Background: an optimization exercise with open tools, aiming at small area and a short achievable clock period. Do not read the settings as production practice. The RTL was checked by simulation tests, not by an equivalence proof against the original design. Power figures rest on the tool's default switching activity, not on a simulated workload.

### flow/config.mk
export PLATFORM = sky130hd
export DESIGN_NAME = TM_ALU
export DESIGN_NICKNAME = TM_ALU
export VERILOG_FILES = /design/flow/design.v
export SDC_FILE = /design/flow/constraint.sdc
export NUM_CORES = 4
export LEC_CHECK = 0
export CAP_MARGIN = 20
export CORE_MARGIN = 2
export CORE_UTILIZATION = 40
export CTS_BUF_LIST = sky130_fd_sc_hd__clkbuf_8
export CTS_CLUSTER_DIAMETER = 100
export CTS_CLUSTER_SIZE = 30
export SLEW_MARGIN = 20
export SYNTH_HIERARCHICAL = 1
### flow/constraint.sdc
create_clock -name core_clock -period 27.0 [get_ports {clk}]
set_input_delay 5.4000 -clock core_clock [delete_from_list [all_inputs] [get_ports {clk}]]
set_output_delay 5.4000 -clock core_clock [all_outputs]
set_load 0.01 [all_outputs]
### flow/design.v
module TM_ALU_iv (input a, output y); assign y = ~a; endmodule
module TM_ALU_nd (input a, input b, output y); assign y = ~(a & b); endmodule
module TM_ALU_nr (input a, input b, output y); assign y = ~(a | b); endmodule
module TM_ALU_xo (input a, input b, output y); assign y = a ^ b; endmodule
module TM_ALU_xn (input a, input b, output y); assign y = ~(a ^ b); endmodule
module TM_ALU_mi (input s, input a1, input a0, output y); assign y = ~(s ? a1 : a0); endmodule
module TM_ALU_an (input a, input b, output y); assign y = a & b; endmodule
module TM_ALU_or (input a, input b, output y); assign y = a | b; endmodule
module TM_ALU_ha (input a, input b, output s, output co);
    assign s = a ^ b;
    assign co = a & b;
endmodule
module TM_ALU_fa (input a, input b, input ci, output s, output co);
    assign s = a ^ b ^ ci;
    assign co = (a & b) | (ci & (a | b));
endmodule
module TM_ALU (clk, reset, AvgTxLen, InstExed, CurTxLen, AvgTxLen_new, InstExed_new);
    input clk, reset;
    input [7:0] AvgTxLen, InstExed, CurTxLen;
    output [7:0] AvgTxLen_new, InstExed_new;
    reg a0_0, a0_1, a0_2, a0_3, a0_4, a0_5, a0_6, a0_7, i0_0, i0_1, i0_2, i0_3, i0_4, i0_5, i0_6, i0_7, t0_0, t0_1, t0_2, t0_3, t0_4, t0_5, t0_6, t0_7, i1_0, i1_1, i1_2, i1_3, i1_4, i1_5, i1_6, i1_7, sg1, a1_0, a1_1, a1_2, a1_3, a1_4, a1_5, a1_6, a1_7, r1_0, r1_1, r1_2, d1_4, d1_3, d1_2, d1_1, d1_0, i2_0, i2_1, i2_2, i2_3, i2_4, i2_5, i2_6, i2_7, sg2, a2_0, a2_1, a2_2, a2_3, a2_4, a2_5, a2_6, a2_7, q2_4, q2_3, q2_2, r2_0, r2_1, r2_2, r2_3, r2_4, r2_5, d2_1, d2_0, avg3_0, avg3_1, avg3_2, avg3_3, avg3_4, avg3_5, avg3_6, avg3_7, inst3_0, inst3_1, inst3_2, inst3_3, inst3_4, inst3_5, inst3_6, inst3_7;
    wire xo1, xo2, xo3, xo4, xo5, xo6, xo7, xo8, nd9, xn10, iv11, mi12, xo13, mi14, xn15, iv16, mi17, xo18, mi19, xn20, iv21, mi22, xo23, mi24, xn25, iv26, mi27, xn28, xn29, or30, or31, or32, or33, or34, or35, or36, nr37, mi38, xo39, xn40, iv41, an42, iv43, fs44, fc45, iv46, nd47, mi48, mi49, xn50, xn51, or52, fs53, fc54, fs55, fc56, nr57, mi58, mi59, mi60, xo61, xo62, nd63, xo64, xn65, xn66, mi67, xo68, xo69, xo70, xo71, xn72, xo73, xn74, xo75, xn76, iv77, nd78, xn79, xn80, mi81, xn82, xo83, mi84, xn85, xn86, mi87, or88, or89, or90, iv91, nd92, mi93, mi94, mi95, mi96, xn97, or98, fs99, fc100, fs101, fc102, fs103, fc104, fs105, fc106, nr107, mi108, mi109, mi110, mi111, mi112, xn113, nd114, xn115, xn116, mi117, xn118, xo119, mi120, xn121, xn122, mi123, xn124, xo125, mi126, xn127, xn128, mi129, iv130, nd131, mi132, mi133, mi134, mi135, mi136, mi137, xn138, nr139, xo140, xn141, iv142, mi143, xo144, xo145, mi146, xo147, xn148, iv149, mi150, xo151, xo152, mi153, xo154, xn155, iv156, mi157, xo158, xo159, mi160, iv161, nd162, mi163, mi164, mi165, mi166, mi167, mi168, mi169, xn170, iv171, nd172, xn173, mi174, xn175, mi176, xn177, mi178, xn179, mi180, xn181, mi182, xn183, mi184, xn185, mi186, xo187, xo188, nd189, xo190, xn191, xn192, mi193, xn194, xo195, xo196, mi197, xn198, xn199, xn200, mi201, xn202, xo203, xo204, mi205, hs206, hc207, iv208, hs209, hc210, xo211, hs212, hc213, hs214, hc215, hs216, hc217, hs218, hc219, hs220, hc221, hs222, hc223, xo224;
    TM_ALU_xo uxo1 (.a(CurTxLen[0]), .b(AvgTxLen[0]), .y(xo1));
    TM_ALU_xo uxo2 (.a(CurTxLen[1]), .b(AvgTxLen[1]), .y(xo2));
    TM_ALU_xo uxo3 (.a(CurTxLen[2]), .b(AvgTxLen[2]), .y(xo3));
    TM_ALU_xo uxo4 (.a(CurTxLen[3]), .b(AvgTxLen[3]), .y(xo4));
    TM_ALU_xo uxo5 (.a(CurTxLen[4]), .b(AvgTxLen[4]), .y(xo5));
    TM_ALU_xo uxo6 (.a(CurTxLen[5]), .b(AvgTxLen[5]), .y(xo6));
    TM_ALU_xo uxo7 (.a(CurTxLen[6]), .b(AvgTxLen[6]), .y(xo7));
    TM_ALU_xo uxo8 (.a(CurTxLen[7]), .b(AvgTxLen[7]), .y(xo8));
    TM_ALU_nd und9 (.a(t0_0), .b(a0_0), .y(nd9));
    TM_ALU_xn uxn10 (.a(t0_1), .b(nd9), .y(xn10));
    TM_ALU_iv uiv11 (.a(a0_1), .y(iv11));
    TM_ALU_mi umi12 (.s(t0_1), .a1(iv11), .a0(nd9), .y(mi12));
    TM_ALU_xo uxo13 (.a(t0_2), .b(mi12), .y(xo13));
    TM_ALU_mi umi14 (.s(t0_2), .a1(a0_2), .a0(mi12), .y(mi14));
    TM_ALU_xn uxn15 (.a(t0_3), .b(mi14), .y(xn15));
    TM_ALU_iv uiv16 (.a(a0_3), .y(iv16));
    TM_ALU_mi umi17 (.s(t0_3), .a1(iv16), .a0(mi14), .y(mi17));
    TM_ALU_xo uxo18 (.a(t0_4), .b(mi17), .y(xo18));
    TM_ALU_mi umi19 (.s(t0_4), .a1(a0_4), .a0(mi17), .y(mi19));
    TM_ALU_xn uxn20 (.a(t0_5), .b(mi19), .y(xn20));
    TM_ALU_iv uiv21 (.a(a0_5), .y(iv21));
    TM_ALU_mi umi22 (.s(t0_5), .a1(iv21), .a0(mi19), .y(mi22));
    TM_ALU_xo uxo23 (.a(t0_6), .b(mi22), .y(xo23));
    TM_ALU_mi umi24 (.s(t0_6), .a1(a0_6), .a0(mi22), .y(mi24));
    TM_ALU_xn uxn25 (.a(t0_7), .b(mi24), .y(xn25));
    TM_ALU_iv uiv26 (.a(a0_7), .y(iv26));
    TM_ALU_mi umi27 (.s(t0_7), .a1(iv26), .a0(mi24), .y(mi27));
    TM_ALU_xn uxn28 (.a(xn25), .b(mi27), .y(xn28));
    TM_ALU_xn uxn29 (.a(xn28), .b(i0_0), .y(xn29));
    TM_ALU_or uor30 (.a(xn28), .b(i0_0), .y(or30));
    TM_ALU_or uor31 (.a(i0_7), .b(i0_6), .y(or31));
    TM_ALU_or uor32 (.a(or31), .b(i0_5), .y(or32));
    TM_ALU_or uor33 (.a(or32), .b(i0_4), .y(or33));
    TM_ALU_or uor34 (.a(or33), .b(i0_3), .y(or34));
    TM_ALU_or uor35 (.a(or34), .b(i0_2), .y(or35));
    TM_ALU_or uor36 (.a(or35), .b(i0_1), .y(or36));
    TM_ALU_nr unr37 (.a(or30), .b(or36), .y(nr37));
    TM_ALU_mi umi38 (.s(nr37), .a1(xn29), .a0(xn28), .y(mi38));
    TM_ALU_xo uxo39 (.a(xo23), .b(mi27), .y(xo39));
    TM_ALU_xn uxn40 (.a(xo39), .b(i0_0), .y(xn40));
    TM_ALU_iv uiv41 (.a(i0_0), .y(iv41));
    TM_ALU_an uan42 (.a(xo39), .b(iv41), .y(an42));
    TM_ALU_iv uiv43 (.a(i0_1), .y(iv43));
    TM_ALU_fa ufs44 (.a(mi38), .b(iv43), .ci(an42), .s(fs44), .co(fc45));
    TM_ALU_iv uiv46 (.a(or35), .y(iv46));
    TM_ALU_nd und47 (.a(fc45), .b(iv46), .y(nd47));
    TM_ALU_mi umi48 (.s(nd47), .a1(xo39), .a0(xn40), .y(mi48));
    TM_ALU_mi umi49 (.s(nd47), .a1(mi38), .a0(fs44), .y(mi49));
    TM_ALU_xn uxn50 (.a(xn20), .b(mi27), .y(xn50));
    TM_ALU_xn uxn51 (.a(xn50), .b(i0_0), .y(xn51));
    TM_ALU_or uor52 (.a(xn50), .b(i0_0), .y(or52));
    TM_ALU_fa ufs53 (.a(mi48), .b(i0_1), .ci(or52), .s(fs53), .co(fc54));
    TM_ALU_fa ufs55 (.a(mi49), .b(i0_2), .ci(fc54), .s(fs55), .co(fc56));
    TM_ALU_nr unr57 (.a(fc56), .b(or34), .y(nr57));
    TM_ALU_mi umi58 (.s(nr57), .a1(xn51), .a0(xn50), .y(mi58));
    TM_ALU_mi umi59 (.s(nr57), .a1(fs53), .a0(mi48), .y(mi59));
    TM_ALU_mi umi60 (.s(nr57), .a1(fs55), .a0(mi49), .y(mi60));
    TM_ALU_xo uxo61 (.a(nr57), .b(mi27), .y(xo61));
    TM_ALU_xo uxo62 (.a(a0_5), .b(xo61), .y(xo62));
    TM_ALU_nd und63 (.a(a0_5), .b(xo61), .y(nd63));
    TM_ALU_xo uxo64 (.a(nd47), .b(mi27), .y(xo64));
    TM_ALU_xn uxn65 (.a(a0_6), .b(xo64), .y(xn65));
    TM_ALU_xn uxn66 (.a(xn65), .b(nd63), .y(xn66));
    TM_ALU_mi umi67 (.s(xn65), .a1(nd63), .a0(xo64), .y(mi67));
    TM_ALU_xo uxo68 (.a(nr37), .b(mi27), .y(xo68));
    TM_ALU_xo uxo69 (.a(a0_7), .b(xo68), .y(xo69));
    TM_ALU_xo uxo70 (.a(xo69), .b(mi67), .y(xo70));
    TM_ALU_xo uxo71 (.a(xo18), .b(mi27), .y(xo71));
    TM_ALU_xn uxn72 (.a(xn15), .b(mi27), .y(xn72));
    TM_ALU_xo uxo73 (.a(xo13), .b(mi27), .y(xo73));
    TM_ALU_xn uxn74 (.a(xn10), .b(mi27), .y(xn74));
    TM_ALU_xo uxo75 (.a(t0_0), .b(mi27), .y(xo75));
    TM_ALU_xn uxn76 (.a(d1_4), .b(i1_0), .y(xn76));
    TM_ALU_iv uiv77 (.a(i1_0), .y(iv77));
    TM_ALU_nd und78 (.a(d1_4), .b(iv77), .y(nd78));
    TM_ALU_xn uxn79 (.a(r1_0), .b(i1_1), .y(xn79));
    TM_ALU_xn uxn80 (.a(xn79), .b(nd78), .y(xn80));
    TM_ALU_mi umi81 (.s(xn79), .a1(nd78), .a0(i1_1), .y(mi81));
    TM_ALU_xn uxn82 (.a(r1_1), .b(i1_2), .y(xn82));
    TM_ALU_xo uxo83 (.a(xn82), .b(mi81), .y(xo83));
    TM_ALU_mi umi84 (.s(xn82), .a1(mi81), .a0(r1_1), .y(mi84));
    TM_ALU_xn uxn85 (.a(r1_2), .b(i1_3), .y(xn85));
    TM_ALU_xn uxn86 (.a(xn85), .b(mi84), .y(xn86));
    TM_ALU_mi umi87 (.s(xn85), .a1(mi84), .a0(i1_3), .y(mi87));
    TM_ALU_or uor88 (.a(i1_7), .b(i1_6), .y(or88));
    TM_ALU_or uor89 (.a(or88), .b(i1_5), .y(or89));
    TM_ALU_or uor90 (.a(or89), .b(i1_4), .y(or90));
    TM_ALU_iv uiv91 (.a(or90), .y(iv91));
    TM_ALU_nd und92 (.a(mi87), .b(iv91), .y(nd92));
    TM_ALU_mi umi93 (.s(nd92), .a1(d1_4), .a0(xn76), .y(mi93));
    TM_ALU_mi umi94 (.s(nd92), .a1(r1_0), .a0(xn80), .y(mi94));
    TM_ALU_mi umi95 (.s(nd92), .a1(r1_1), .a0(xo83), .y(mi95));
    TM_ALU_mi umi96 (.s(nd92), .a1(r1_2), .a0(xn86), .y(mi96));
    TM_ALU_xn uxn97 (.a(d1_3), .b(i1_0), .y(xn97));
    TM_ALU_or uor98 (.a(d1_3), .b(i1_0), .y(or98));
    TM_ALU_fa ufs99 (.a(mi93), .b(i1_1), .ci(or98), .s(fs99), .co(fc100));
    TM_ALU_fa ufs101 (.a(mi94), .b(i1_2), .ci(fc100), .s(fs101), .co(fc102));
    TM_ALU_fa ufs103 (.a(mi95), .b(i1_3), .ci(fc102), .s(fs103), .co(fc104));
    TM_ALU_fa ufs105 (.a(mi96), .b(i1_4), .ci(fc104), .s(fs105), .co(fc106));
    TM_ALU_nr unr107 (.a(fc106), .b(or89), .y(nr107));
    TM_ALU_mi umi108 (.s(nr107), .a1(xn97), .a0(d1_3), .y(mi108));
    TM_ALU_mi umi109 (.s(nr107), .a1(fs99), .a0(mi93), .y(mi109));
    TM_ALU_mi umi110 (.s(nr107), .a1(fs101), .a0(mi94), .y(mi110));
    TM_ALU_mi umi111 (.s(nr107), .a1(fs103), .a0(mi95), .y(mi111));
    TM_ALU_mi umi112 (.s(nr107), .a1(fs105), .a0(mi96), .y(mi112));
    TM_ALU_xn uxn113 (.a(d1_2), .b(i1_0), .y(xn113));
    TM_ALU_nd und114 (.a(d1_2), .b(iv77), .y(nd114));
    TM_ALU_xn uxn115 (.a(mi108), .b(i1_1), .y(xn115));
    TM_ALU_xn uxn116 (.a(xn115), .b(nd114), .y(xn116));
    TM_ALU_mi umi117 (.s(xn115), .a1(nd114), .a0(i1_1), .y(mi117));
    TM_ALU_xn uxn118 (.a(mi109), .b(i1_2), .y(xn118));
    TM_ALU_xo uxo119 (.a(xn118), .b(mi117), .y(xo119));
    TM_ALU_mi umi120 (.s(xn118), .a1(mi117), .a0(mi109), .y(mi120));
    TM_ALU_xn uxn121 (.a(mi110), .b(i1_3), .y(xn121));
    TM_ALU_xn uxn122 (.a(xn121), .b(mi120), .y(xn122));
    TM_ALU_mi umi123 (.s(xn121), .a1(mi120), .a0(i1_3), .y(mi123));
    TM_ALU_xn uxn124 (.a(mi111), .b(i1_4), .y(xn124));
    TM_ALU_xo uxo125 (.a(xn124), .b(mi123), .y(xo125));
    TM_ALU_mi umi126 (.s(xn124), .a1(mi123), .a0(mi111), .y(mi126));
    TM_ALU_xn uxn127 (.a(mi112), .b(i1_5), .y(xn127));
    TM_ALU_xn uxn128 (.a(xn127), .b(mi126), .y(xn128));
    TM_ALU_mi umi129 (.s(xn127), .a1(mi126), .a0(i1_5), .y(mi129));
    TM_ALU_iv uiv130 (.a(or88), .y(iv130));
    TM_ALU_nd und131 (.a(mi129), .b(iv130), .y(nd131));
    TM_ALU_mi umi132 (.s(nd131), .a1(d1_2), .a0(xn113), .y(mi132));
    TM_ALU_mi umi133 (.s(nd131), .a1(mi108), .a0(xn116), .y(mi133));
    TM_ALU_mi umi134 (.s(nd131), .a1(mi109), .a0(xo119), .y(mi134));
    TM_ALU_mi umi135 (.s(nd131), .a1(mi110), .a0(xn122), .y(mi135));
    TM_ALU_mi umi136 (.s(nd131), .a1(mi111), .a0(xo125), .y(mi136));
    TM_ALU_mi umi137 (.s(nd131), .a1(mi112), .a0(xn128), .y(mi137));
    TM_ALU_xn uxn138 (.a(d2_1), .b(i2_0), .y(xn138));
    TM_ALU_nr unr139 (.a(d2_1), .b(i2_0), .y(nr139));
    TM_ALU_xo uxo140 (.a(r2_0), .b(i2_1), .y(xo140));
    TM_ALU_xn uxn141 (.a(xo140), .b(nr139), .y(xn141));
    TM_ALU_iv uiv142 (.a(r2_0), .y(iv142));
    TM_ALU_mi umi143 (.s(xo140), .a1(nr139), .a0(iv142), .y(mi143));
    TM_ALU_xo uxo144 (.a(r2_1), .b(i2_2), .y(xo144));
    TM_ALU_xo uxo145 (.a(xo144), .b(mi143), .y(xo145));
    TM_ALU_mi umi146 (.s(xo144), .a1(mi143), .a0(r2_1), .y(mi146));
    TM_ALU_xo uxo147 (.a(r2_2), .b(i2_3), .y(xo147));
    TM_ALU_xn uxn148 (.a(xo147), .b(mi146), .y(xn148));
    TM_ALU_iv uiv149 (.a(r2_2), .y(iv149));
    TM_ALU_mi umi150 (.s(xo147), .a1(mi146), .a0(iv149), .y(mi150));
    TM_ALU_xo uxo151 (.a(r2_3), .b(i2_4), .y(xo151));
    TM_ALU_xo uxo152 (.a(xo151), .b(mi150), .y(xo152));
    TM_ALU_mi umi153 (.s(xo151), .a1(mi150), .a0(r2_3), .y(mi153));
    TM_ALU_xo uxo154 (.a(r2_4), .b(i2_5), .y(xo154));
    TM_ALU_xn uxn155 (.a(xo154), .b(mi153), .y(xn155));
    TM_ALU_iv uiv156 (.a(r2_4), .y(iv156));
    TM_ALU_mi umi157 (.s(xo154), .a1(mi153), .a0(iv156), .y(mi157));
    TM_ALU_xo uxo158 (.a(r2_5), .b(i2_6), .y(xo158));
    TM_ALU_xo uxo159 (.a(xo158), .b(mi157), .y(xo159));
    TM_ALU_mi umi160 (.s(xo158), .a1(mi157), .a0(r2_5), .y(mi160));
    TM_ALU_iv uiv161 (.a(i2_7), .y(iv161));
    TM_ALU_nd und162 (.a(mi160), .b(iv161), .y(nd162));
    TM_ALU_mi umi163 (.s(nd162), .a1(d2_1), .a0(xn138), .y(mi163));
    TM_ALU_mi umi164 (.s(nd162), .a1(r2_0), .a0(xn141), .y(mi164));
    TM_ALU_mi umi165 (.s(nd162), .a1(r2_1), .a0(xo145), .y(mi165));
    TM_ALU_mi umi166 (.s(nd162), .a1(r2_2), .a0(xn148), .y(mi166));
    TM_ALU_mi umi167 (.s(nd162), .a1(r2_3), .a0(xo152), .y(mi167));
    TM_ALU_mi umi168 (.s(nd162), .a1(r2_4), .a0(xn155), .y(mi168));
    TM_ALU_mi umi169 (.s(nd162), .a1(r2_5), .a0(xo159), .y(mi169));
    TM_ALU_xn uxn170 (.a(d2_0), .b(i2_0), .y(xn170));
    TM_ALU_iv uiv171 (.a(i2_0), .y(iv171));
    TM_ALU_nd und172 (.a(d2_0), .b(iv171), .y(nd172));
    TM_ALU_xn uxn173 (.a(mi163), .b(i2_1), .y(xn173));
    TM_ALU_mi umi174 (.s(xn173), .a1(nd172), .a0(i2_1), .y(mi174));
    TM_ALU_xn uxn175 (.a(mi164), .b(i2_2), .y(xn175));
    TM_ALU_mi umi176 (.s(xn175), .a1(mi174), .a0(mi164), .y(mi176));
    TM_ALU_xn uxn177 (.a(mi165), .b(i2_3), .y(xn177));
    TM_ALU_mi umi178 (.s(xn177), .a1(mi176), .a0(i2_3), .y(mi178));
    TM_ALU_xn uxn179 (.a(mi166), .b(i2_4), .y(xn179));
    TM_ALU_mi umi180 (.s(xn179), .a1(mi178), .a0(mi166), .y(mi180));
    TM_ALU_xn uxn181 (.a(mi167), .b(i2_5), .y(xn181));
    TM_ALU_mi umi182 (.s(xn181), .a1(mi180), .a0(i2_5), .y(mi182));
    TM_ALU_xn uxn183 (.a(mi168), .b(i2_6), .y(xn183));
    TM_ALU_mi umi184 (.s(xn183), .a1(mi182), .a0(mi168), .y(mi184));
    TM_ALU_xn uxn185 (.a(mi169), .b(i2_7), .y(xn185));
    TM_ALU_mi umi186 (.s(xn185), .a1(mi184), .a0(i2_7), .y(mi186));
    TM_ALU_xo uxo187 (.a(mi186), .b(sg2), .y(xo187));
    TM_ALU_xo uxo188 (.a(a2_0), .b(xo187), .y(xo188));
    TM_ALU_nd und189 (.a(a2_0), .b(xo187), .y(nd189));
    TM_ALU_xo uxo190 (.a(nd162), .b(sg2), .y(xo190));
    TM_ALU_xn uxn191 (.a(a2_1), .b(xo190), .y(xn191));
    TM_ALU_xn uxn192 (.a(xn191), .b(nd189), .y(xn192));
    TM_ALU_mi umi193 (.s(xn191), .a1(nd189), .a0(xo190), .y(mi193));
    TM_ALU_xn uxn194 (.a(q2_2), .b(sg2), .y(xn194));
    TM_ALU_xo uxo195 (.a(a2_2), .b(xn194), .y(xo195));
    TM_ALU_xo uxo196 (.a(xo195), .b(mi193), .y(xo196));
    TM_ALU_mi umi197 (.s(xo195), .a1(mi193), .a0(a2_2), .y(mi197));
    TM_ALU_xn uxn198 (.a(q2_3), .b(sg2), .y(xn198));
    TM_ALU_xn uxn199 (.a(a2_3), .b(xn198), .y(xn199));
    TM_ALU_xn uxn200 (.a(xn199), .b(mi197), .y(xn200));
    TM_ALU_mi umi201 (.s(xn199), .a1(mi197), .a0(xn198), .y(mi201));
    TM_ALU_xn uxn202 (.a(q2_4), .b(sg2), .y(xn202));
    TM_ALU_xo uxo203 (.a(a2_4), .b(xn202), .y(xo203));
    TM_ALU_xo uxo204 (.a(xo203), .b(mi201), .y(xo204));
    TM_ALU_mi umi205 (.s(xo203), .a1(mi201), .a0(a2_4), .y(mi205));
    TM_ALU_iv uiv208 (.a(mi205), .y(iv208));
    TM_ALU_ha uhs206 (.a(a2_5), .b(iv208), .s(hs206), .co(hc207));
    TM_ALU_ha uhs209 (.a(a2_6), .b(hc207), .s(hs209), .co(hc210));
    TM_ALU_xo uxo211 (.a(a2_7), .b(hc210), .y(xo211));
    TM_ALU_ha uhs212 (.a(i2_1), .b(i2_0), .s(hs212), .co(hc213));
    TM_ALU_ha uhs214 (.a(i2_2), .b(hc213), .s(hs214), .co(hc215));
    TM_ALU_ha uhs216 (.a(i2_3), .b(hc215), .s(hs216), .co(hc217));
    TM_ALU_ha uhs218 (.a(i2_4), .b(hc217), .s(hs218), .co(hc219));
    TM_ALU_ha uhs220 (.a(i2_5), .b(hc219), .s(hs220), .co(hc221));
    TM_ALU_ha uhs222 (.a(i2_6), .b(hc221), .s(hs222), .co(hc223));
    TM_ALU_xo uxo224 (.a(i2_7), .b(hc223), .y(xo224));
    always @(posedge clk) begin
        a0_0 <= AvgTxLen[0];
        a0_1 <= AvgTxLen[1];
        a0_2 <= AvgTxLen[2];
        a0_3 <= AvgTxLen[3];
        a0_4 <= AvgTxLen[4];
        a0_5 <= AvgTxLen[5];
        a0_6 <= AvgTxLen[6];
        a0_7 <= AvgTxLen[7];
        i0_0 <= InstExed[0];
        i0_1 <= InstExed[1];
        i0_2 <= InstExed[2];
        i0_3 <= InstExed[3];
        i0_4 <= InstExed[4];
        i0_5 <= InstExed[5];
        i0_6 <= InstExed[6];
        i0_7 <= InstExed[7];
        t0_0 <= xo1;
        t0_1 <= xo2;
        t0_2 <= xo3;
        t0_3 <= xo4;
        t0_4 <= xo5;
        t0_5 <= xo6;
        t0_6 <= xo7;
        t0_7 <= xo8;
        i1_0 <= i0_0;
        i1_1 <= i0_1;
        i1_2 <= i0_2;
        i1_3 <= i0_3;
        i1_4 <= i0_4;
        i1_5 <= i0_5;
        i1_6 <= i0_6;
        i1_7 <= i0_7;
        sg1 <= mi27;
        a1_0 <= a0_0;
        a1_1 <= a0_1;
        a1_2 <= a0_2;
        a1_3 <= a0_3;
        a1_4 <= a0_4;
        a1_5 <= xo62;
        a1_6 <= xn66;
        a1_7 <= xo70;
        r1_0 <= mi58;
        r1_1 <= mi59;
        r1_2 <= mi60;
        d1_4 <= xo71;
        d1_3 <= xn72;
        d1_2 <= xo73;
        d1_1 <= xn74;
        d1_0 <= xo75;
        i2_0 <= i1_0;
        i2_1 <= i1_1;
        i2_2 <= i1_2;
        i2_3 <= i1_3;
        i2_4 <= i1_4;
        i2_5 <= i1_5;
        i2_6 <= i1_6;
        i2_7 <= i1_7;
        sg2 <= sg1;
        a2_0 <= a1_0;
        a2_1 <= a1_1;
        a2_2 <= a1_2;
        a2_3 <= a1_3;
        a2_4 <= a1_4;
        a2_5 <= a1_5;
        a2_6 <= a1_6;
        a2_7 <= a1_7;
        q2_4 <= nd92;
        q2_3 <= nr107;
        q2_2 <= nd131;
        r2_0 <= mi132;
        r2_1 <= mi133;
        r2_2 <= mi134;
        r2_3 <= mi135;
        r2_4 <= mi136;
        r2_5 <= mi137;
        d2_1 <= d1_1;
        d2_0 <= d1_0;
        avg3_0 <= xo188;
        avg3_1 <= xn192;
        avg3_2 <= xo196;
        avg3_3 <= xn200;
        avg3_4 <= xo204;
        avg3_5 <= hs206;
        avg3_6 <= hs209;
        avg3_7 <= xo211;
        inst3_0 <= iv171;
        inst3_1 <= hs212;
        inst3_2 <= hs214;
        inst3_3 <= hs216;
        inst3_4 <= hs218;
        inst3_5 <= hs220;
        inst3_6 <= hs222;
        inst3_7 <= xo224;
    end
    assign AvgTxLen_new = {avg3_7, avg3_6, avg3_5, avg3_4, avg3_3, avg3_2, avg3_1, avg3_0};
    assign InstExed_new = {inst3_7, inst3_6, inst3_5, inst3_4, inst3_3, inst3_2, inst3_1, inst3_0};
endmodule
### flow/flow/run.sh
#!/bin/bash
set -euo pipefail
export BUFFER_PORTS_ARGS="-buffer_cell sky130_fd_sc_hd__buf_1"
bash standard.sh > standard_flow.log 2>&1
### flow/standard.sh
#!/bin/bash
# synth_recipe.tcl (not shown) runs the flow's synth.tcl, then flattens the netlist and writes it again
# the make line also repeats each setting of config.mk as NAME=value (left out here)
make -C /OpenROAD-flow-scripts/flow DESIGN_CONFIG=/design/flow/config.mk WORK_HOME=/design/flow/orfs CLKGATE_MAP_FILE= SYNTH_SCRIPT=/design/flow/synth_recipe.tcl "${@:-finish}"
==> results of run 1 <==
logic make-up after synthesis:
logic type    Yosys count
xor+xnor               89
flops                  93
mux                    61
buf+inv                32
simple gates           27
fa+ha+maj              15
worst reg2reg max path, delay by kind of cell, from the launching register on:
family | cells | cell delay [ns]
flip-flops | 1 | 0.38
AND/OR/NAND/NOR | 3 | 0.90
adder cells (fa/ha/maj) | 4 | 1.62
XOR/XNOR | 2 | 0.50
multiplexers | 11 | 2.31
layer usage:
layer | vias to the layer above | track usage | part of all wire
li1 | 1070 | - | -
met1 | 924 | 0.118 | 0.45
met2 | 32 | 0.174 | 0.48
met3 | 9 | 0.0359 | 0.036
met4 | 0 | 0.0624 | 0.025
met5 | - | 0 | 0
modules after synthesis (local to each module, per instance):
module | times used | area (um^2) | flip-flops and latches | cells
TM_ALU_mi | 61 | 10.0 | 0 | 1
TM_ALU_iv | 16 | 3.75 | 0 | 1
TM_ALU_xo | 42 | 8.76 | 0 | 1
TM_ALU_nd | 10 | 3.75 | 0 | 1
TM_ALU_fa | 7 | 20.0 | 0 | 1
TM_ALU | 1 | 1980 | 93 | 109
TM_ALU_or | 12 | 6.26 | 0 | 1
TM_ALU_ha | 8 | 12.5 | 0 | 1
TM_ALU_an | 1 | 6.26 | 0 | 1
TM_ALU_nr | 4 | 3.75 | 0 | 1
TM_ALU_xn | 47 | 8.76 | 0 | 1
power breakdown:
group	internal (mW)	switching, mW
Clock	0.0526	0.0475
Combinational	0.0866	0.0838
Sequential	0.165	0.0145
Total	0.304	0.146
metrics by stage:
step | util | area [um^2] | cells
floorplan | - | 3810 | 317
global placement | 0.433 | 4010 | 471
detailed placement | 0.433 | 4010 | 471
CTS | 0.457 | 4220 | 486
global route | 0.457 | 4220 | 486
finish | 0.457 | 4220 | 486
synthesized netlist by cell type, drive strengths merged:
library cell,count
ha,8
dfxtp,93
nand2,10
or2,12
xor2,42
nor2,4
mux2i,61
xnor2,47
fa,7
and2,1
buf,16
inv,16
worst max path at each step:
stage	cells after the start	to	slack [ns]
6_report	1	AvgTxLen_new[3]	20.78
5_1_grt	20	r2_2	20.63
4_1_cts	1	AvgTxLen_new[6]	20.76
3_5_place_dp	20	r2_5	21.06
3_3_place_gp	20	r2_5	21.10
2_1_floorplan	1	AvgTxLen_new[0]	21.20
layout by cell type (no fill, tap or decap):
master      synthesis  routed
bufinv_16           0       2
nor2_1              4       4
xnor2_1            47      47
buf_4              16       1
and2_1              1       1
dfxtp_1            93      93
inv_1              16      16
fa_1                7       7
ha_1                8       8
inv_6               0       3
buf_1               0      40
mux2i_1            61      61
nand2_1            10      10
clkinvlp_4          0       1
xor2_1             42      42
clkbuf_8            0       9
or2_1              12      12
final cells by class:
type	count	share of cell area
Sequential cell	93	0.441
Multi-Input combinational cell	192	0.418
Clock buffer	9	0.0293
Inverter	16	0.0142
Tap cell	129	0.0382
Timing Repair Buffer	41	0.0373
Clock inverter	6	0.0222
==> results_dict.tcl, run 1 <==
set metrics [dict create \
    status "timing/DRC/antenna clean" \
    h-tree-depth 3 \
    maxSlewHeadroom 0.605 \
    drive_gt1_frac 0.0448 \
    path_clk_slew_ns 0.09 \
    yosys-top-cells-area "dfxtp_1 (49%), mux2i_1 (16%), xnor2_1 (11%), xor2_1 (9.7%), fa_1 (3.7%)" \
    ys_ff_latch 93 \
    rr_worst_depth 20 \
    wl_um 4770 \
    hold_buffers 0 \
    grt_remaining_overflow 0 \
    synthToLayoutAreaGrowth_pct 10.9 \
    fillers 866 \
    rows 35 \
    setup_tns_ns 0 \
    grt_usage 0.106 \
    finalWorstSetupSlack_ns 20.78 \
    start_util 0.412 \
    finalHoldViolCount 0 \
    gp_congestion 0.716 \
    synth_nets 358 \
    io_pins 42 \
    ff_latch_area_um2 1860 \
    p_total_mw 0.450 \
    clockBufferDepth 2 \
    synth_top_area_cell "dfxtp_1" \
    core_area_um2 9240 \
    dieArea_um2 10300 \
    ys_types 12 \
    r2r-start "i1_1" \
    worst_slew_pin_slew_ns 0.591 \
    drc_errors 0 \
    nNetsFinal 394 \
    maxSlewViolCount 0 \
    grt_max_degree 17 \
    crit_slowest_cell "dfxtp_1" \
    slowest_delay_ns 0.32 \
    peakVddDrop_mv 0.0348 \
    hold-worst-slack_ns 0.332 \
    syn_inst 317 \
    post_cts_buffers 0 \
    portBuffers 40 \
    clk_latency_ns 0.35 \
    fp.dieW_um 102 \
    antenna_found_initial 0 \
    path_buf_inv 1 \
    vias 2035 \
    ctsRootBufferMaster "clkbuf_8" \
    crit_arrival_ns 0.82 \
    drt-initial-drc-count 32 \
    cts.sinks 93 \
    power_density_nw_per_um2 106 \
    diodes 0 \
    path_max_fanout 1 \
    multi_input_area_um2 1760 \
    p_leak_nw 1.87 \
    cp_data_required_time_ns 21.60 \
    maxCapViolations 0 \
    dr.pass1.iters 3 \
    cp-end-kind "primary output" \
    synth_compound_area_frac 0 \
    final_antenna_net_count 0 \
    synth_fa_ha_area_frac 0.0631 \
    cts_resized 0 \
    synth_top_family_by_area "XOR/XNOR gates" \
    dieHeight_um 102 \
    rsz0062_at_grt "false" \
    min_to "d2_1" \
    startpoint "avg3_3" \
    fin_crit_ns 6.22 \
    ff2ff_setup_slack_ns 21.15 \
    syn_area_per_cell_um2 12.0 \
    synth_xor_area_frac 0.205 \
    yosysSeqAreaShare 0.489 \
    grt_pass1_vias 2005 \
    min_path_cells 0 \
    yosys_warnings 7 \
    via_per_inst 4.19 \
    crit_chain "buf_1" \
    muxShareOfSynthArea 0.160 \
    synth_area_um2 3810 \
    cts_buffers 9 \
    clock_skew_ns 0.0123 \
    synthSimpleGateAreaFrac 0.0352 \
    crit_type "register to primary output" \
    wl_per_cell_um 9.82 \
    min_from "d1_1" \
    cts_tree "done" \
    regToRegEndpoint "r2_2" \
    min_period_over_period 0.230 \
    pre_cts_ws_ns 21.06 \
    grt_pass1_wl_um 8340 \
    netlist.area_leader.share 0.489 \
    setup_viol 0 \
    worstHoldPathType "register to register" \
    hpwl_um 3730 \
    crit_path_start_kind "register" \
    crit_family "flip-flops" \
    fmax_mhz 161 \
]
==> run 2, diff against run 1 <==
--- a/flow/config.mk
+++ b/flow/config.mk
@@ -8,8 +8,8 @@
 export CAP_MARGIN = 20
 export CORE_MARGIN = 2
 export CORE_UTILIZATION = 40
-export CTS_BUF_LIST = sky130_fd_sc_hd__clkbuf_8
-export CTS_CLUSTER_DIAMETER = 100
-export CTS_CLUSTER_SIZE = 30
+export CTS_BUF_LIST = sky130_fd_sc_hd__clkbuf_16
+export CTS_CLUSTER_DIAMETER = 500
+export CTS_CLUSTER_SIZE = 100
 export SLEW_MARGIN = 20
 export SYNTH_HIERARCHICAL = 1
==> run 2 against run 1 <==
Final cell count stayed put; synthesized cell count did not move; via count increased by 0.20%; flip-flop and latch count did not move; critical path depth did not move; largest power group unchanged; still clean on timing, DRC and antenna; global-route usage down 0.10 points; clock skew fell by 0.0061 ns; worst setup slack improved by 0.033 ns.
==> results_dict.tcl, run 2 <==
set metrics [dict create \
    synthMostInstantiatedCell "dfxtp_1" \
    start_util 0.412 \
    maxSlewViolCount 0 \
    grt_remaining_overflow 0 \
    cp_num_cells 1 \
    syn_inst 317 \
    yosysSeqAreaShare 0.489 \
    clockBufferDepth 2 \
    cp_data_required_time_ns 21.60 \
    portBuffers 40 \
    ys_types 12 \
    path_max_fanout 1 \
    synth_area_um2 3810 \
    synth_nets 358 \
    crit_path_start_kind "register" \
    synth_edf_count 0 \
    synth_common_cells "dfxtp_1 (93), mux2i_1 (61), xnor2_1 (47)" \
    vias 2039 \
    clock_skew_ns 0.00622 \
    min_period_over_period 0.229 \
    post_cts_buffers 0 \
    grt_pass1_vias 2005 \
    finalHoldViolCount 0 \
    cts_tree "done" \
    drive_gt1_frac 0.0448 \
    worstHoldPathType "register to register" \
    crit_type "register to primary output" \
    via_per_inst 4.20 \
    fp.dieW_um 102 \
    cts_resized 0 \
    diodes 0 \
    dieHeight_um 102 \
    nNetsFinal 394 \
    ctsRootBufferMaster "clkbuf_16" \
    fin_crit_ns 6.18 \
    rows 35 \
    grt_max_degree 17 \
    rr_worst_depth 20 \
    setup_tns_ns 0 \
    yosys_warnings 7 \
    p_leak_nw 1.91 \
    drc_errors 0 \
    dr.pass1.iters 4 \
    ff2ff_setup_slack_ns 21.14 \
    drt-initial-drc-count 31 \
    power_density_nw_per_um2 111 \
    maxSlewHeadroom 0.602 \
    clk_latency_ns 0.33 \
    min_path_cells 0 \
    crit_family "flip-flops" \
    fmax_mhz 162 \
    layout_common_cells "dfxtp_1 (93), mux2i_1 (61), xnor2_1 (47), xor2_1 (42), buf_1 (40)" \
    grt_usage 0.105 \
    hpwl_um 3730 \
    h-tree-depth 3 \
    layout_commonest_cell "dfxtp_1" \
    yosys-top-cells-area "dfxtp_1 (49%), mux2i_1 (16%), xnor2_1 (11%), xor2_1 (9.7%), fa_1 (3.7%)" \
    placed_area_um2 4010 \
    cp-end-kind "primary output" \
    core_area_um2 9240 \
    peakVddDrop_mv 0.0435 \
    setup_viol 0 \
    wl_per_cell_um 9.69 \
    fin_area_um2 4320 \
    path_clk_slew_ns 0.06 \
    cts_buffers 9 \
    syn_area_per_cell_um2 12.0 \
    antenna_found_initial 0 \
    cts.sinks 93 \
    slowest_delay_ns 0.31 \
    ys_ff_latch 93 \
    grt_pass1_wl_um 8340 \
    wl_um 4710 \
    gp_congestion 0.716 \
    final_antenna_net_count 0 \
    netlist.area_leader.share 0.489 \
    synth-async-reset-ratio 0 \
    rsz0062_at_grt "false" \
    crit_chain "buf_1" \
    io_pins 42 \
    hold_buffers 0 \
    status "timing/DRC/antenna clean" \
    dieArea_um2 10300 \
    maxCapViolations 0 \
    worst_slew_pin_slew_ns 0.594 \
    path_buf_inv 1 \
    crit_slowest_cell "dfxtp_1" \
    synth_top_area_cell "dfxtp_1" \
    synth_ff_type "dfxtp_1" \
    crit_arrival_ns 0.78 \
    synthToLayoutAreaGrowth_pct 13.6 \
]
[run 2: kinds of logic after synthesis]
| logic type | synth area share |
|---|---|
| muxes | 0.160 |
| and+or+nand+nor | 0.0352 |
| DFF | 0.489 |
| adders and majority gates | 0.0631 |
| xor gates and xnor gates | 0.205 |
| buffers and inverters | 0.0473 |
[run 2: final timing paths]
path | endpoint | startpoint
worst max-delay path | AvgTxLen_new[6] | avg3_6
worst min-delay path | a2_7 | a1_7
worst max register to register | r2_2 | i1_1
worst min register to register | a2_7 | a1_7
[run 2: cell type report]
cell class	count	area [um^2]
timing repair buffer	41	158
fill	853	4920
inverter	16	60.1
tap	129	161
multi-input combinational	192	1760
sequential	93	1860
clock inverter	6	93.8
clock buffer	9	225
[run 2: stage by stage]
step	setup slack [ns]	total power [mW]	utilization	hold WS, ns	cells
after floorplan	21.20	0.337	-	0.310	317
after global placement	21.10	0.353	0.433	0.311	471
after detailed placement	21.06	0.357	0.433	0.312	471
after CTS	20.80	0.491	0.468	0.328	486
after global routing	20.63	0.518	0.468	0.330	486
final	20.82	0.482	0.468	0.326	486
[run 2: layer usage]
metal / GRT usage / share of wire / wire [um] / up-vias
li1: - / - / - / 1075
met1: 0.118 / 0.45 / 2140 / 923
met2: 0.174 / 0.49 / 2300 / 32
met3: 0.0255 / 0.029 / 138 / 9
met4: 0.0717 / 0.027 / 128 / 0
met5: 0 / 0 / 0 / -
[run 2: where the power goes]
part           internal (mW)  switching (mW)  total, mW  leakage [nW]
combinational         0.0866          0.0838      0.170         0.977
clock                 0.0815          0.0506      0.132         0.153
sequential             0.165          0.0144      0.179         0.784
[run 2: Yosys stat by module, one instance, submodules excluded, excerpt]
module	cells	cell area [um^2]
TM_ALU_ha	1	12.5
TM_ALU_nr	1	3.75
TM_ALU_xn	1	8.76
TM_ALU	109	1980
TM_ALU_an	1	6.26
TM_ALU_or	1	6.26
TM_ALU_fa	1	20.0
[run 2: worst register-to-register path, cell delays in order, from the launching register on]
cell	delay (ns)
dfxtp_1	0.38
xnor2_1	0.29
mux2i_1	0.29
mux2i_1	0.15
mux2i_1	0.16
nand2_1	0.19
mux2i_1	0.20
fa_1	0.45
fa_1	0.40
fa_1	0.40
fa_1	0.37
nor2_1	0.47
mux2i_1	0.34
xnor2_1	0.21
mux2i_1	0.31
mux2i_1	0.15
mux2i_1	0.24
mux2i_1	0.15
mux2i_1	0.15
nand2_1	0.24
mux2i_1	0.19
==> run 3, diff against run 2 <==
==> flow/flow/run.sh (replaced) <==
#!/bin/bash
set -euo pipefail
export BUFFER_PORTS_ARGS="-buffer_cell sky130_fd_sc_hd__buf_1"
export CTS_ARGS="-sink_clustering_enable -repair_clock_nets -dont_use_dummy_load -buf_list sky130_fd_sc_hd__clkbuf_8 -sink_clustering_size 30 -sink_clustering_max_diameter 200"
bash standard.sh > standard_flow.log 2>&1
--- a/flow/config.mk
+++ b/flow/config.mk
@@ -8,8 +8,5 @@
 export CAP_MARGIN = 20
 export CORE_MARGIN = 2
 export CORE_UTILIZATION = 40
-export CTS_BUF_LIST = sky130_fd_sc_hd__clkbuf_16
-export CTS_CLUSTER_DIAMETER = 500
-export CTS_CLUSTER_SIZE = 100
 export SLEW_MARGIN = 20
 export SYNTH_HIERARCHICAL = 1
==> run 3 against run 2 <==
Synthesized area unchanged; final cell count down 1.2%; maximum frequency down 0.53%; flip-flop and latch count unchanged; global-route usage about the same; synthesized cell count unchanged; total power down 13%.
==> results_dict.tcl, run 3 <==
set metrics [dict create \
    status "timing/DRC/antenna clean" \
    yosys-top-cells-area "dfxtp_1 (49%), mux2i_1 (16%), xnor2_1 (11%), xor2_1 (9.7%), fa_1 (3.7%)" \
    portBuffers 40 \
    cp-end-kind "primary output" \
    via_per_inst 4.21 \
    layout_commonest_cell "dfxtp_1" \
    netlist.area_leader.share 0.489 \
    clk_latency_ns 0.35 \
    start_util 0.412 \
    fin_crit_ns 6.22 \
    power_density_nw_per_um2 102 \
    synthSimpleGateAreaFrac 0.0352 \
    placed_area_um2 4010 \
    drc_errors 0 \
    grt_pass1_wl_um 8300 \
    finalHoldViolCount 0 \
    vias 2023 \
    cts_buffers 9 \
    cts_resized 0 \
    maxSlewViolCount 0 \
    fmax_mhz 161 \
    synth_nets 358 \
    slowest_delay_ns 0.32 \
    grt_use_met1 0.115 \
    gp_congestion 0.716 \
    path_clk_slew_ns 0.09 \
    h-tree-depth 3 \
    p_sw_mw 0.139 \
    p_clk_frac 0.167 \
    final_antenna_net_count 0 \
    hold_buffers 0 \
    synth_fa_ha_area_frac 0.0631 \
    synth_top_area_cell "dfxtp_1" \
    fp.dieW_um 102 \
    drive_gt1_frac 0.0285 \
    diodes 0 \
    cts.sinks 93 \
    synth_common_cells "dfxtp_1 (93), mux2i_1 (61), xnor2_1 (47)" \
    maxCapViolations 0 \
    muxShareOfSynthArea 0.160 \
    worstHoldPathType "register to register" \
    core_area_um2 9240 \
    grt_pass1_vias 2000 \
    path_buf_inv 1 \
    fin_area_um2 4130 \
    antenna_found_initial 0 \
    min_period_over_period 0.230 \
    crit_slowest_cell "dfxtp_1" \
    yosys_warnings 7 \
    nNetsFinal 394 \
    clock_skew_ns 0.0269 \
    setup_tns_ns 0 \
    crit_arrival_ns 0.82 \
    synth-async-reset-ratio 0 \
    cts_tree "done" \
    grt_max_degree 17 \
    cp_data_required_time_ns 21.60 \
    synthToLayoutAreaGrowth_pct 8.48 \
    hpwl_um 3730 \
    dieHeight_um 102 \
    ff2ff_setup_slack_ns 21.13 \
    path_max_fanout 1 \
    worst_slew_pin_slew_ns 0.589 \
    gr-usage-met2 0.175 \
    synthMostInstantiatedCell "dfxtp_1" \
    crit_family "flip-flops" \
    multi_input_area_um2 1760 \
    drt-initial-drc-count 31 \
    synth_area_um2 3810 \
    rows 35 \
    ys_types 12 \
    p_leak_nw 1.83 \
    dieArea_um2 10300 \
    grt_usage 0.105 \
    rsz0062_at_grt "false" \
    syn_inst 317 \
    maxSlewHeadroom 0.606 \
    layout_common_cells "dfxtp_1 (93), mux2i_1 (61), xnor2_1 (47), xor2_1 (42), buf_1 (40)" \
    synth_edf_count 0 \
    switching_share 0.330 \
    seqPwrFrac 0.427 \
    post_cts_buffers 0 \
    crit_type "register to primary output" \
    ff_latch_area_um2 1860 \
    synth_top_family_by_area "XOR/XNOR gates" \
    p_int_mw 0.281 \
    grt_remaining_overflow 0 \
    io_pins 42 \
    synth_ff_type "dfxtp_1" \
    clockBufferDepth 2 \
    peakVddDrop_mv 0.0323 \
    fillers 871 \
    crit_path_start_kind "register" \
    yosysSeqAreaShare 0.489 \
    ys_ff_latch 93 \
    grt_busiest_layer "met2" \
    synth_xor_area_frac 0.205 \
    wl_per_cell_um 9.92 \
    dr.pass1.iters 3 \
    wl_um 4760 \
    syn_area_per_cell_um2 12.0 \
    setup_viol 0 \
    grt_use_met3 0.0359 \
    synth_compound_area_frac 0 \
    ctsRootBufferMaster "clkbuf_8" \
    pwr-share-comb 0.407 \
    crit_chain "buf_1" \
]
-- run 3: cell count changes in the layout (fill, tap and decap cells not counted), sizes merged --
| cell | previous run | this run |
|---|---|---|
| bufinv | 2 | 0 |
| clkinvlp | 1 | 0 |
| inv | 19 | 16 |
-- run 3: cell families (layout without fill, tap and decap cells) --
group	count (synthesis)	after routing
flip-flops	93	93
XOR/XNOR	89	89
multiplexers	61	61
buffers and inverters	32	66
AND/OR/NAND/NOR	27	27
adder cells (fa/ha/maj)	15	15
-- run 3: metal layers --
| metal | vias up | part of all wire |
|---|---|---|
| met4 | 0 | 0.024 |
| met2 | 32 | 0.49 |
| met5 | - | 0 |
| li1 | 1064 | - |
| met1 | 918 | 0.45 |
| met3 | 9 | 0.036 |
-- run 3: power by group through the flow --
stage	registers, mW	logic (mW)	clock network [mW]
finish	0.179	0.171	0.0699
global route	0.183	0.193	0.0789
CTS	0.180	0.174	0.0734
detailed placement	0.183	0.174	0
global placement	0.182	0.171	0
floorplan	0.180	0.157	0
-- run 3: Yosys stat by module (local to each module, per instance), excerpt --
module	times used	flip-flops and latches	cells
TM_ALU	1	93	109
TM_ALU_fa	7	0	1
TM_ALU_ha	8	0	1
TM_ALU_an	1	0	1
TM_ALU_or	12	0	1
TM_ALU_nd	10	0	1
-- run 3: cell type report --
cell class,count,area share
sequential,93,0.451
multi-input combinational,192,0.427
tap,129,0.0391
timing repair buffer,41,0.0382
clock buffer,9,0.0300
inverter,16,0.0145
-- run 3: metrics by stage --
stage,std cells,total power [mW],hold slack (ns),util,setup slack (ns)
after detailed placement,471,0.357,0.312,0.433,21.06
after CTS,480,0.427,0.332,0.447,20.76
after global routing,480,0.454,0.334,0.447,20.63
after global placement,471,0.353,0.311,0.433,21.10
final,480,0.420,0.329,0.447,20.78
after floorplan,317,0.337,0.310,-,21.20
-- run 3: path summary, 6_finish.rpt --
check / start / to / depth (start not counted)
worst min register to register: a1_4 / a2_4 / 0
worst max-delay path: avg3_6 / AvgTxLen_new[6] / 1
worst min-delay path: a1_4 / a2_4 / 0
worst max register to register: i1_1 / r2_2 / 20
-- run 3: worst register-to-register path: stages, from the launching register on --
cell and delay (ns):
dfxtp_1 0.38, xnor2_1 0.29, mux2i_1 0.29, mux2i_1 0.15
mux2i_1 0.17, nand2_1 0.19, mux2i_1 0.20, fa_1 0.45
fa_1 0.40, fa_1 0.40, fa_1 0.37, nor2_1 0.47
mux2i_1 0.34, xnor2_1 0.21, mux2i_1 0.30, mux2i_1 0.15
mux2i_1 0.24, mux2i_1 0.15, mux2i_1 0.15, nand2_1 0.24
mux2i_1 0.19
==> run 4, diff against run 3 <==
==> flow/flow/run.sh (replaced) <==
#!/bin/bash
set -euo pipefail
export BUFFER_PORTS_ARGS="-buffer_cell sky130_fd_sc_hd__buf_1"
export CTS_ARGS="-sink_clustering_enable -repair_clock_nets -dont_use_dummy_load -buf_list {sky130_fd_sc_hd__clkbuf_4 sky130_fd_sc_hd__clkbuf_8}"
bash standard.sh > standard_flow.log 2>&1
==> run 4 against run 3 <==
Largest cell class unchanged; critical path type unchanged; clock skew stayed put; final cell count stayed put; first-iteration DRC count stayed put; global-route usage stayed put; hold slack stayed put; register-to-register slack hardly changed; maximum frequency stayed put; still clean on timing, DRC and antenna; core utilization stayed put; sequential share of layout area stayed put; design area stayed put; clock power hardly changed.
==> results_dict.tcl, run 4 <==
set metrics [dict create \
    fin_crit_ns 6.22 \
    ff_latch_area_um2 1860 \
    synth_area_um2 3810 \
    yosys_warnings 7 \
    multi_input_area_um2 1760 \
    layout_common_cells "dfxtp_1 (93), mux2i_1 (61), xnor2_1 (47), xor2_1 (42), buf_1 (40)" \
    drive_gt1_frac 0.0285 \
    path_max_fanout 1 \
    via_per_inst 4.21 \
    syn_inst 317 \
    worstHoldPathType "register to register" \
    cp_data_required_time_ns 21.60 \
    post_cts_buffers 0 \
    io_pins 42 \
    dr.pass1.iters 3 \
    h-tree-depth 3 \
    clk_latency_ns 0.35 \
    slowest_delay_ns 0.32 \
    hpwl_um 3730 \
    syn_area_per_cell_um2 12.0 \
    rsz0062_at_grt "false" \
    wl_um 4760 \
    grt_max_degree 17 \
    crit_end "AvgTxLen_new[6]" \
    ctsRootBufferMaster "clkbuf_8" \
    netlist.area_leader.share 0.489 \
    final_antenna_net_count 0 \
    fin_area_um2 4130 \
    synth_top_family_by_area "XOR/XNOR gates" \
    cts_tree "done" \
    maxSlewViolCount 0 \
    nNetsFinal 394 \
    cp_num_cells 1 \
    synth_edf_count 0 \
    hold_buffers 0 \
    portBuffers 40 \
    cp-end-kind "primary output" \
    cts.sinks 93 \
    layout.cells.non_filler 480 \
    path_clk_slew_ns 0.09 \
    p_clk_frac 0.167 \
    yosys-top-cells-area "dfxtp_1 (49%), mux2i_1 (16%), xnor2_1 (11%), xor2_1 (9.7%), fa_1 (3.7%)" \
    post-place-cells 471 \
    p_leak_nw 1.83 \
    setup_viol 0 \
    synth_common_cells "dfxtp_1 (93), mux2i_1 (61), xnor2_1 (47)" \
    fmax_mhz 161 \
    peakVddDrop_mv 0.0323 \
    dieHeight_um 102 \
    synth_nets 358 \
    fillers 871 \
    startpoint "avg3_6" \
    core_area_um2 9240 \
    synth_fa_ha_area_frac 0.0631 \
    setup_tns_ns 0 \
    muxShareOfSynthArea 0.160 \
    crit_path_start_kind "register" \
    crit_family "flip-flops" \
    grt_usage 0.105 \
    status "timing/DRC/antenna clean" \
    start_util 0.412 \
    regToRegEndpoint "r2_2" \
    rows 35 \
    vias 2023 \
    wl_per_cell_um 9.92 \
    grt_pass1_wl_um 8300 \
    cts_resized 0 \
    synth_top_area_cell "dfxtp_1" \
    p_int_mw 0.281 \
    maxSlewHeadroom 0.606 \
    drc_errors 0 \
    finalHoldViolCount 0 \
    path_buf_inv 1 \
    p_sw_mw 0.139 \
    pwr-share-comb 0.407 \
    gp_congestion 0.716 \
    rr_worst_depth 20 \
    grt_pass1_vias 2000 \
    antenna_found_initial 0 \
    placed_area_um2 4010 \
    synthSimpleGateAreaFrac 0.0352 \
    ff2ff_setup_slack_ns 21.13 \
    cts_buffers 9 \
    seqPwrFrac 0.427 \
    clock_skew_ns 0.0269 \
    layout_commonest_cell "dfxtp_1" \
    ys_types 12 \
    drt-initial-drc-count 31 \
    clockBufferDepth 2 \
    power_density_nw_per_um2 102 \
    synth-async-reset-ratio 0 \
    crit_arrival_ns 0.82 \
    worst_slew_pin_slew_ns 0.589 \
    ys_ff_latch 93 \
    synthToLayoutAreaGrowth_pct 8.48 \
    grt_remaining_overflow 0 \
    final_util 0.447 \
    synth_xor_area_frac 0.205 \
    maxCapViolations 0 \
    switching_share 0.330 \
    synthMostInstantiatedCell "dfxtp_1" \
    crit_slowest_cell "dfxtp_1" \
    crit_chain "buf_1" \
    min_period_over_period 0.230 \
    fp.dieW_um 102 \
    yosysSeqAreaShare 0.489 \
    crit_type "register to primary output" \
    dieArea_um2 10300 \
    synth_compound_area_frac 0 \
    synth_ff_type "dfxtp_1" \
    diodes 0 \
    r2r-start "i1_1" \
]
run 4: cell counts after synthesis:
Identical to the previous run, type by type.
run 4: cells by family (layout without fill, tap and decap cells):
| kind of cell | Yosys count | count (layout) |
|---|---|---|
| mux | 61 | 61 |
| xor+xnor | 89 | 89 |
| buf+inv | 32 | 66 |
| simple gates | 27 | 27 |
| fa+ha+maj | 15 | 15 |
| flops | 93 | 93 |
run 4: routing by layer:
layer | GRT usage | vias up | wire (um)
li1 | - | 1064 | -
met3 | 0.0359 | 9 | 173
met5 | 0 | - | 0
met2 | 0.175 | 32 | 2310
met4 | 0.0624 | 0 | 114
met1 | 0.115 | 918 | 2160
run 4: how the worst min path moves through the flow:
stage	end	slack, ns	cells after the start	start
2_1_floorplan	a2_0	0.31	0	a1_0
3_3_place_gp	sg2	0.31	0	sg1
3_5_place_dp	a2_5	0.31	0	a1_5
4_1_cts	d2_0	0.33	0	d1_0
5_1_grt	a2_4	0.33	0	a1_4
6_report	a2_4	0.33	0	a1_4
run 4: area by class of cell:
cell class	count	share of cell area
multi-input cells	192	0.427
inverters	16	0.0145
repair buffers	41	0.0382
flip-flops and latches	93	0.451
clock buffers	9	0.0300
well taps	129	0.0391
run 4: power groups by stage:
| stage | Sequential (mW) | Clock (mW) | Combinational (mW) |
|---|---|---|---|
| 3_3_place_gp | 0.182 | 0 | 0.171 |
| 5_1_grt | 0.183 | 0.0789 | 0.193 |
| 6_report | 0.179 | 0.0699 | 0.171 |
| 4_1_cts | 0.180 | 0.0734 | 0.174 |
| 2_1_floorplan | 0.180 | 0 | 0.157 |
| 3_5_place_dp | 0.183 | 0 | 0.174 |
run 4: stage by stage:
step | setup slack [ns] | hold WS (ns) | power [mW]
floorplan | 21.20 | 0.310 | 0.337
global placement | 21.10 | 0.311 | 0.353
detailed placement | 21.06 | 0.312 | 0.357
CTS | 20.76 | 0.332 | 0.427
global route | 20.63 | 0.334 | 0.454
finish | 20.78 | 0.329 | 0.420
run 4: modules after synthesis, one instance, submodules excluded:
module	times used	cells	cell area (um^2)
TM_ALU	1	109	1980
TM_ALU_xo	42	1	8.76
TM_ALU_iv	16	1	3.75
TM_ALU_nr	4	1	3.75
TM_ALU_an	1	1	6.26
TM_ALU_or	12	1	6.26
TM_ALU_fa	7	1	20.0
TM_ALU_ha	8	1	12.5
TM_ALU_mi	61	1	10.0
TM_ALU_nd	10	1	3.75
TM_ALU_xn	47	1	8.76
==> run 5, diff against run 4 <==
==> flow/flow/run.sh (replaced) <==
#!/bin/bash
set -euo pipefail
export BUFFER_PORTS_ARGS="-buffer_cell sky130_fd_sc_hd__buf_1"
export CTS_ARGS="-sink_clustering_enable -repair_clock_nets -dont_use_dummy_load -buf_list sky130_fd_sc_hd__clkbuf_8"
bash standard.sh > standard_flow.log 2>&1
==> run 5 against run 4 <==
Register-to-register slack hardly changed; critical path depth unchanged; die area did not move; first-iteration DRC count did not move; core utilization unchanged; worst setup slack unchanged; combinational power is essentially flat; clock power barely moved; clock-buffer cell count unchanged; clock skew did not move; maximum frequency is the same; global-route usage did not move; critical endpoint unchanged; highest routed layer unchanged.
==> results_dict.tcl, run 5 <==
set metrics [dict create \
    status "timing/DRC/antenna clean" \
    vias 2023 \
    maxCapViolations 0 \
    path_clk_slew_ns 0.09 \
    cp_data_required_time_ns 21.60 \
    clock_skew_ns 0.0269 \
    grt_usage 0.105 \
    power_density_nw_per_um2 102 \
    crit_path_start_kind "register" \
    dr.pass1.iters 3 \
    slowest_delay_ns 0.32 \
    path_buf_inv 1 \
    crit_type "register to primary output" \
    grt_pass1_vias 2000 \
    diodes 0 \
    io_pins 42 \
    wl_um 4760 \
    min_period_over_period 0.230 \
    syn_area_per_cell_um2 12.0 \
    post_cts_buffers 0 \
    via_per_inst 4.21 \
    finalHoldViolCount 0 \
    yosys_warnings 7 \
    clockBufferDepth 2 \
    ys_types 12 \
    synth_nets 358 \
    synth_top_area_cell "dfxtp_1" \
    grt_remaining_overflow 0 \
    muxShareOfSynthArea 0.160 \
    worstHoldPathType "register to register" \
    drc_errors 0 \
    drive_gt1_frac 0.0285 \
    antenna_found_initial 0 \
    drt-initial-drc-count 31 \
    ys_ff_latch 93 \
    ctsRootBufferMaster "clkbuf_8" \
    core_area_um2 9240 \
    hold_buffers 0 \
    crit_slowest_cell "dfxtp_1" \
    grt_max_degree 17 \
    nNetsFinal 394 \
    yosysSeqAreaShare 0.489 \
    clk_latency_ns 0.35 \
    netlist.area_leader.share 0.489 \
    cts.sinks 93 \
    synth_top_family_by_area "XOR/XNOR gates" \
    synth_fa_ha_area_frac 0.0631 \
    synthSimpleGateAreaFrac 0.0352 \
    rows 35 \
    fin_crit_ns 6.22 \
    path_max_fanout 1 \
    portBuffers 40 \
    layout_common_cells "dfxtp_1 (93), mux2i_1 (61), xnor2_1 (47), xor2_1 (42), buf_1 (40)" \
    crit_arrival_ns 0.82 \
    dieHeight_um 102 \
    grt_pass1_wl_um 8300 \
    synth_edf_count 0 \
    maxSlewViolCount 0 \
    rsz0062_at_grt "false" \
    dieArea_um2 10300 \
    layout_commonest_cell "dfxtp_1" \
    cts_resized 0 \
    crit_family "flip-flops" \
    synth_common_cells "dfxtp_1 (93), mux2i_1 (61), xnor2_1 (47)" \
    setup_tns_ns 0 \
    crit_chain "buf_1" \
    peakVddDrop_mv 0.0323 \
    cts_tree "done" \
    fmax_mhz 161 \
    synthToLayoutAreaGrowth_pct 8.48 \
    wl_per_cell_um 9.92 \
    yosys-top-cells-area "dfxtp_1 (49%), mux2i_1 (16%), xnor2_1 (11%), xor2_1 (9.7%), fa_1 (3.7%)" \
    gp_congestion 0.716 \
    cp-end-kind "primary output" \
    fp.dieW_um 102 \
    maxSlewHeadroom 0.606 \
    hpwl_um 3730 \
    fillers 871 \
    setup_viol 0 \
    hold-worst-slack_ns 0.329 \
    worst_slew_pin_slew_ns 0.589 \
    synth_xor_area_frac 0.205 \
    syn_inst 317 \
    cts_buffers 9 \
    synth_area_um2 3810 \
    synth_ff_type "dfxtp_1" \
    h-tree-depth 3 \
    synthMostInstantiatedCell "dfxtp_1" \
    p_leak_nw 1.83 \
    synth_compound_area_frac 0 \
    synth-async-reset-ratio 0 \
    final_antenna_net_count 0 \
    start_util 0.412 \
]
## run 5: cell counts after synthesis
No cell type changed its count.
## run 5: per-layer routing
layer  wire length [um]  share of wire  global-route usage
met1               2160           0.45               0.115
met3                173          0.036              0.0359
met4                114          0.024              0.0624
met2               2310           0.49               0.175
met5                  0              0                   0
## run 5: cell families (layout without fill, tap and decap cells)
family | after synthesis | in the layout
flip-flops | 93 | 93
XOR/XNOR | 89 | 89
multiplexers | 61 | 61
buffers and inverters | 32 | 66
AND/OR/NAND/NOR | 27 | 27
adder cells (fa/ha/maj) | 15 | 15
## run 5: through the flow
step | instance area (um^2) | utilization | power, mW | setup slack (ns) | instances
final | 4130 | 0.447 | 0.420 | 20.78 | 480
after global routing | 4130 | 0.447 | 0.454 | 20.63 | 480
after CTS | 4130 | 0.447 | 0.427 | 20.76 | 480
after detailed placement | 4010 | 0.433 | 0.357 | 21.06 | 471
after global placement | 4010 | 0.433 | 0.353 | 21.10 | 471
after floorplan | 3810 | - | 0.337 | 21.20 | 317
## run 5: path summary, 6_finish.rpt
check / start / end / slack [ns] / depth (start not counted)
setup / recovery: avg3_6 / AvgTxLen_new[6] / 20.78 / 1
hold / removal: a1_4 / a2_4 / 0.33 / 0
setup reg to reg: i1_1 / r2_2 / 21.13 / 20
hold reg to reg: a1_4 / a2_4 / 0.33 / 0
## run 5: power breakdown
part / leakage, nW / internal (mW) / switching (mW)
clock network: 0.0647 / 0.0299 / 0.0400
registers: 0.784 / 0.165 / 0.0144
logic: 0.977 / 0.0866 / 0.0841
total: 1.83 / 0.281 / 0.139
## run 5: Yosys stat by module (local to each module, per instance)
module,cells inside,times used
TM_ALU,109,1
TM_ALU_fa,1,7
TM_ALU_ha,1,8
TM_ALU_mi,1,61
TM_ALU_xn,1,47
TM_ALU_xo,1,42
TM_ALU_an,1,1
TM_ALU_or,1,12
TM_ALU_iv,1,16
TM_ALU_nd,1,10
TM_ALU_nr,1,4
## run 5: final cells by class
class	instances	area (um^2)	share of cell area
Timing Repair Buffer	41	158	0.0382
Sequential cell	93	1860	0.451
Multi-Input combinational cell	192	1760	0.427
Inverter	16	60.1	0.0145
Clock buffer	9	124	0.0300
Tap cell	129	161	0.0391

[afterwards: timing with drivers on the ports]
No port has a modelled driver above. Below, the same layouts with a new extraction and two added sets of constraints.
Step 1 assumes that a clkbuf_16 drives the clock port and a buf_2 every other input.
Step 2 adds t to the input delays and takes it off the output delays; t is the mean of the earliest and latest rising clock arrival at the registers after step 1. Input paths then give back, and output paths get back, about the clock's delay inside the block.
Three values: ideal, step 1, step 2; two values: the first two.
| run | t (ns) | slack for setup (ns) | worst setup path after step 2 | slew at the worst register clock pin (ns) |
|---|---|---|---|---|
| run 1 | 0.377 | 20.784 / 20.754 / 21.131 | register to output | 0.09 / 0.09 |
| run 2 | 0.359 | 20.817 / 20.782 / 21.142 | register to output | 0.07 / 0.07 |
| run 3 | 0.369 | 20.784 / 20.754 / 21.123 | register to output | 0.09 / 0.09 |
| run 4 | 0.369 | 20.784 / 20.754 / 21.123 | register to output | 0.09 / 0.09 |
| run 5 | 0.369 | 20.784 / 20.754 / 21.123 | register to output | 0.09 / 0.09 |
After both steps setup and hold are still met in every run listed.
